This is an optimization exercise on Yosys and OpenROAD, whose aim is small area, a short achievable clock period and few clock cycles, not a production implementation.
The RTL was checked by simulation tests, not by an equivalence proof against the original design.
The clock port is modelled as an ideal driver; clocking choices that lean on that would not hold on a real chip.
No activity file was given, so power comes from the tool's default toggle rates.

## mnist_conv
module mnist_conv (
    input  wire        clk,
    input  wire        reset,
    input  wire        start,
    output wire        done,
    input  wire [11:0] img_base,
    input  wire [11:0] krn_base,
    input  wire [11:0] dst_base,
    output wire [11:0] img_addr,
    input  wire [15:0] img_rdata,
    output wire [11:0] krn_addr,
    input  wire [15:0] krn_rdata,
    output wire [11:0] dst_addr,
    output wire [15:0] dst_wdata,
    output wire        dst_we
);
    localparam PIPE = 4;             
    localparam [11:0] WE_ON  = 12'd26 + PIPE;
    localparam [11:0] WE_OFF = 12'd2054 + PIPE;
    localparam [1:0] MV_R = 2'd0, MV_L = 2'd1, MV_D = 2'd2;
    reg         run, done_r, we_r;
    reg  [11:0] cnt;                 
    reg  [2:0]  ph;                  
    reg  [11:0] ka, ia, da;          
    reg  [15:0] krd_q;               
    reg  [15:0] pix_q, pix_s0, pix_s1;   
    reg         rd_on;               
    assign done     = done_r;
    assign dst_we   = we_r;
    assign krn_addr = ka;
    assign img_addr = ia;
    assign dst_addr = da;
    wire go = start & ~run & ~done_r;    
    always @(posedge clk) begin
        if (reset) begin
            run    <= 1'b0;
            done_r <= 1'b0;
            we_r   <= 1'b0;
            cnt    <= 12'd0;
            ph     <= 3'b001;
            rd_on  <= 1'b0;
        end else begin
            if (go) run <= 1'b1;
            if (run) begin
                cnt <= cnt + 12'd1;
                ph  <= {ph[1:0], ph[2]};
            end else begin
  ...
For scale: roughly 4600 cells after synthesis, ~1000 flip-flops.
Settings: LEC_CHECK=0, ABC_CLOCK_PERIOD_IN_PS=3000, CAP_MARGIN=20, CORE_MARGIN=2, CORE_UTILIZATION=65, CTS_CLUSTER_DIAMETER=100, CTS_CLUSTER_SIZE=20, SLEW_MARGIN=20; clock period 8.0 ns.
standard.sh (not shown) runs the stock make flow with config.mk's settings and CLKGATE_MAP_FILE= SYNTH_SCRIPT=/design/flow/synth_recipe.tcl, a recipe that flattens the netlist after the stock synthesis.
==> flow/flow/run.sh <==
#!/bin/bash
set -euo pipefail
SETUP_MARGIN=5.15
here=$(pwd)
sed 's/yosys synth -nofsm -noshare {\*}\$args/yosys synth -nofsm -noshare -noabc {*}$args/' \
    synth_recipe.tcl > noabc_synth.tcl
grep -q -- '-noshare -noabc' noabc_synth.tcl
sed -e "s|SYNTH_SCRIPT=[^ ]*|SYNTH_SCRIPT=$here/noabc_synth.tcl SETUP_SLACK_MARGIN=$SETUP_MARGIN|" \
    standard.sh > standard_noabc.sh
grep -q "SYNTH_SCRIPT=$here/noabc_synth.tcl SETUP_SLACK_MARGIN=$SETUP_MARGIN" standard_noabc.sh
bash standard_noabc.sh > flow_make.log 2>&1
The starting point passed the timing, DRC and antenna checks.
Testbench counts at the start, summed over its fixed seeds: cycles 49,416.
Rerun with:
Settings changed: CORE_UTILIZATION 65 to 55.
Outcome: Clock skew hardly moves. Hold slack gets better by 12 ps. Routed wire length is higher by 2.1%. Clock-buffer cell count does not change. Combinational power came out lower by about 2%.

* * *

## maple
Another version of the RTL of mnist_conv (not shown whole).
Size: about 4700 cells after synthesis, roughly 1000 flip-flops.
Settings: LEC_CHECK=0, ABC_CLOCK_PERIOD_IN_PS=3000, CAP_MARGIN=20, CORE_MARGIN=2, CORE_UTILIZATION=55, CTS_CLUSTER_DIAMETER=100, CTS_CLUSTER_SIZE=20, GPL_ROUTABILITY_DRIVEN=0, SLEW_MARGIN=20; clock period 8.0 ns.
==> flow/flow/run.sh <==
#!/bin/bash
# The standard layout (standard.sh) with these changes:
#  * synthesis skips the early "abc -fast" pass inside Yosys's synth command
#    (synth -noabc).  That pass restructures the full-adder trees before
#    extract_fa runs and leaves many inverters between adder cells; without
#    it extract_fa maps the trees cleanly.  Registers (names, count and cell
#    types) are the same as the standard synthesis: the final abc mapping
#    and dfflibmap are unchanged.
set -euo pipefail
SETUP_MARGIN=5.25
here=$(pwd)
sed 's/yosys synth -nofsm -noshare {\*}\$args/yosys synth -nofsm -noshare -noabc {*}$args/' \
    synth_recipe.tcl > noabc_synth.tcl
grep -q -- '-noshare -noabc' noabc_synth.tcl
sed -e "s|SYNTH_SCRIPT=[^ ]*|SYNTH_SCRIPT=$here/noabc_synth.tcl SETUP_SLACK_MARGIN=$SETUP_MARGIN POST_RESIZE_TCL=$here/flow/post_resize.tcl POST_CTS_TCL=$here/flow/post_cts.tcl|" \
    standard.sh > standard_noabc.sh
grep -q "POST_CTS_TCL=$here/flow/post_cts.tcl" standard_noabc.sh
bash standard_noabc.sh > flow_make.log 2>&1
==> flow/flow/ff_drive.tcl <==
# Flip-flops whose output reaches many loads (counted through buffers):
# upsize plain flip-flops to dfxtp_4, and give enable flip-flops (edfxtp
# exists only in size 1) a buffer.  Only drive strengths and buffers change.
proc ffd_loads {net depth} {
  set n 0
  foreach it [$net getITerms] {
    if {[$it isOutputSignal]} { continue }
    set inst [$it getInst]
    set m [[$inst getMaster] getName]
    if {$depth < 4 && [regexp {__(buf|clkbuf)_[0-9]+$} $m]} {
      set o [$inst findITerm X]
      if {$o ne "NULL" && [$o getNet] ne "NULL"} {
        incr n [ffd_loads [$o getNet] [expr {$depth + 1}]]
        continue
      }
    }
    incr n
  }
  return $n
}
proc ffd_fix {min_loads} {
  set db [ord::get_db]
  set ff4 [$db findMaster sky130_fd_sc_hd__dfxtp_4]
  set up 0
  set nets {}
  foreach inst [[ord::get_db_block] getInsts] {
    set m [[$inst getMaster] getName]
    if {$m ne "sky130_fd_sc_hd__dfxtp_1" && $m ne "sky130_fd_sc_hd__dfxtp_2" && $m ne "sky130_fd_sc_hd__edfxtp_1"} { continue }
    set q [$inst findITerm Q]
    if {$q eq "NULL" || [$q getNet] eq "NULL"} { continue }
    set net [$q getNet]
    if {[ffd_loads $net 0] < $min_loads} { continue }
    if {$m eq "sky130_fd_sc_hd__edfxtp_1"} {
      if {[llength [$net getITerms]] - 1 >= $min_loads} { lappend nets [$net getName] }
    } else {
      $inst swapMaster $ff4
      incr up
    }
  }
  foreach n $nets { insert_buffer -buffer_cell sky130_fd_sc_hd__buf_4 -net [get_nets $n] }
  puts "ff_drive: $up flip-flops upsized, [llength $nets] outputs buffered"
}
# Port buffers that the placement step left as delay cells
# (clkdlybuf4s50_1): swap them for buf_2, a plain buffer of half the area.
proc ffd_port_bufs {} {
  set b2 [[ord::get_db] findMaster sky130_fd_sc_hd__buf_2]
  set n 0
  foreach inst [[ord::get_db_block] getInsts] {
    if {[[$inst getMaster] getName] ne "sky130_fd_sc_hd__clkdlybuf4s50_1"} { continue }
    if {![string match "input*" [$inst getName]] && ![string match "output*" [$inst getName]]} { continue }
    $inst swapMaster $b2
    incr n
  }
  puts "ff_drive: $n port buffers swapped to buf_2"
}
==> flow/flow/post_resize.tcl <==
source [file join [file dirname [info script]] ff_drive.tcl]
ffd_fix 8
ffd_port_bufs
Other scripts of this flow, unchanged in this note and not shown: flow/flow/post_cts.tcl
Testbench counts of maple, summed over its fixed seeds: cycles 49,416.
Input-level comparison between ember and maple:
-- flow/flow/run.sh --
<<< maple, line 9
set -euo pipefail
SETUP_MARGIN=5.25
here=$(pwd)
>>> ember, line 9
set -euo pipefail
SETUP_MARGIN=5.3
here=$(pwd)
-- flow/config.mk --
<<< maple, line 13
export CTS_CLUSTER_SIZE = 20
export GPL_ROUTABILITY_DRIVEN = 0
export SLEW_MARGIN = 20
>>> ember, line 13
export CTS_CLUSTER_SIZE = 20
export PLACE_DENSITY = 0.7
export SLEW_MARGIN = 20
Findings:
Looking at ember and maple, the utilization is a wash.
Cell area after layout: ember vs maple — no meaningful difference
Iteration-0 DRC count of the detailed router, ember vs maple: up by a few percent
Summary of the comparison: wire length is lower in ember, relative to maple.
The number of standard cells in the layout, taps in and fillers out on maple is in line with that on ember.
Compared ember against maple; relative contribution of sequential cells to total power within noise.
Re pin slew with the least headroom to its limit: maple was lower than ember.
Changes in harbor relative to ember:
-- flow/flow/ff_drive.tcl --
<<< ember, line 42
}
# Port buffers that the placement step left as delay cells
# (clkdlybuf4s50_1): swap them for buf_2, a plain buffer of half the area.
proc ffd_port_bufs {} {
  set b2 [[ord::get_db] findMaster sky130_fd_sc_hd__buf_2]
  set n 0
  foreach inst [[ord::get_db_block] getInsts] {
    if {[[$inst getMaster] getName] ne "sky130_fd_sc_hd__clkdlybuf4s50_1"} { continue }
    if {![string match "input*" [$inst getName]] && ![string match "output*" [$inst getName]]} { continue }
    $inst swapMaster $b2
    incr n
  }
  puts "ff_drive: $n port buffers swapped to buf_2"
}
>>> harbor, line 42
}
-- flow/flow/post_resize.tcl --
<<< ember, line 2
ffd_fix 8
ffd_port_bufs
>>> harbor, line 2
ffd_fix 8
-- flow/config.mk --
<<< ember, line 13
export CTS_CLUSTER_SIZE = 20
export PLACE_DENSITY = 0.7
export SLEW_MARGIN = 20
>>> harbor, line 13
export CTS_CLUSTER_SIZE = 20
export SLEW_MARGIN = 20
==> results.txt <==
Number of vias after detailed routing was lower in harbor than in ember. Against ember, harbor comes in about 11% higher on routed length on met1. Re fraction of area in multi-input gates: harbor is 0.39 points down on ember. When the final numbers for harbor and ember were put side by side, the routed length on met2 turned out to be greater in harbor. Going from ember to harbor, wire length of the first global-routing pass grew slightly. Looking at harbor and ember, the multi-input combinational cell area is a wash. Setup slack: harbor more than ember. harbor vs. ember: worst slack after detailed placement dropped 300 ps; clock power share now sits lower; fraction of the core area covered by cells at the end of the flow went up 0.41 points; minimum period implied by the final worst setup slack decreased by 5.1 ps relative to the old numbers.
Changes in yarrow relative to harbor:
-- flow/flow/run.sh --
<<< harbor, line 9
set -euo pipefail
SETUP_MARGIN=5.3
here=$(pwd)
>>> yarrow, line 9
set -euo pipefail
SETUP_MARGIN=5.25
here=$(pwd)
-- flow/flow/ff_drive.tcl --
<<< harbor, line 42
}
>>> yarrow, line 42
}
# Port buffers that the placement step left as delay cells
# (clkdlybuf4s50_1): swap them for buf_2, a plain buffer of half the area.
proc ffd_port_bufs {} {
  set b2 [[ord::get_db] findMaster sky130_fd_sc_hd__buf_2]
  set n 0
  foreach inst [[ord::get_db_block] getInsts] {
    if {[[$inst getMaster] getName] ne "sky130_fd_sc_hd__clkdlybuf4s50_1"} { continue }
    if {![string match "input*" [$inst getName]] && ![string match "output*" [$inst getName]]} { continue }
    $inst swapMaster $b2
    incr n
  }
  puts "ff_drive: $n port buffers swapped to buf_2"
}
-- flow/flow/post_resize.tcl --
<<< harbor, line 2
ffd_fix 8
>>> yarrow, line 2
ffd_fix 8
ffd_port_bufs
Notes after the runs:
Diff harbor -> yarrow | post-place instance area | decrease of 1.1%
yarrow ended up with done_r$_SDFFE_PP0P_ as its launching instance or port of the critical path; harbor ended up with ka[3]$_DFF_P_.
As far as mean post-synth cell area goes, harbor and yarrow are indistinguishable; the numbers are identical.
Between harbor and yarrow, the difference in net count reported at finish is negligible.

[separate check: timing with driven ports]
No port has a modelled driver above. Below, the same layouts with a new extraction and two added sets of constraints. Step 1, drivers: a clkbuf_16 drives clk and a buf_2 each remaining input, both assumed. Step 2 moves the port delays by t, midway between the first and last clock arrival at a register: inputs arrive t later, outputs are due t later. That takes back most of the time a late clock gives input paths. a / b / c = ideal ports / drivers / drivers and shift; a / b = the first two.
run	t, ns	setup WS [ns]	worst data-port slew with drivers (ns)
the first run of note 1	0.729	5.103 / 5.103 / 4.690	0.08
the second run of note 1	0.760	5.138 / 5.126 / 4.738	0.09
maple	0.782	5.203 / 5.127 / 5.061	0.06
ember	0.786	5.205 / 5.128 / 5.120	0.05
harbor	0.768	5.210 / 5.135 / 4.725	0.07
yarrow	0.774	5.214 / 5.137 / 5.106	0.07
After both steps setup and hold are still met in every run listed. The setup slack of harbor, which loses most, moves by -0.075 ns with the drivers and by -0.485 ns with both steps.
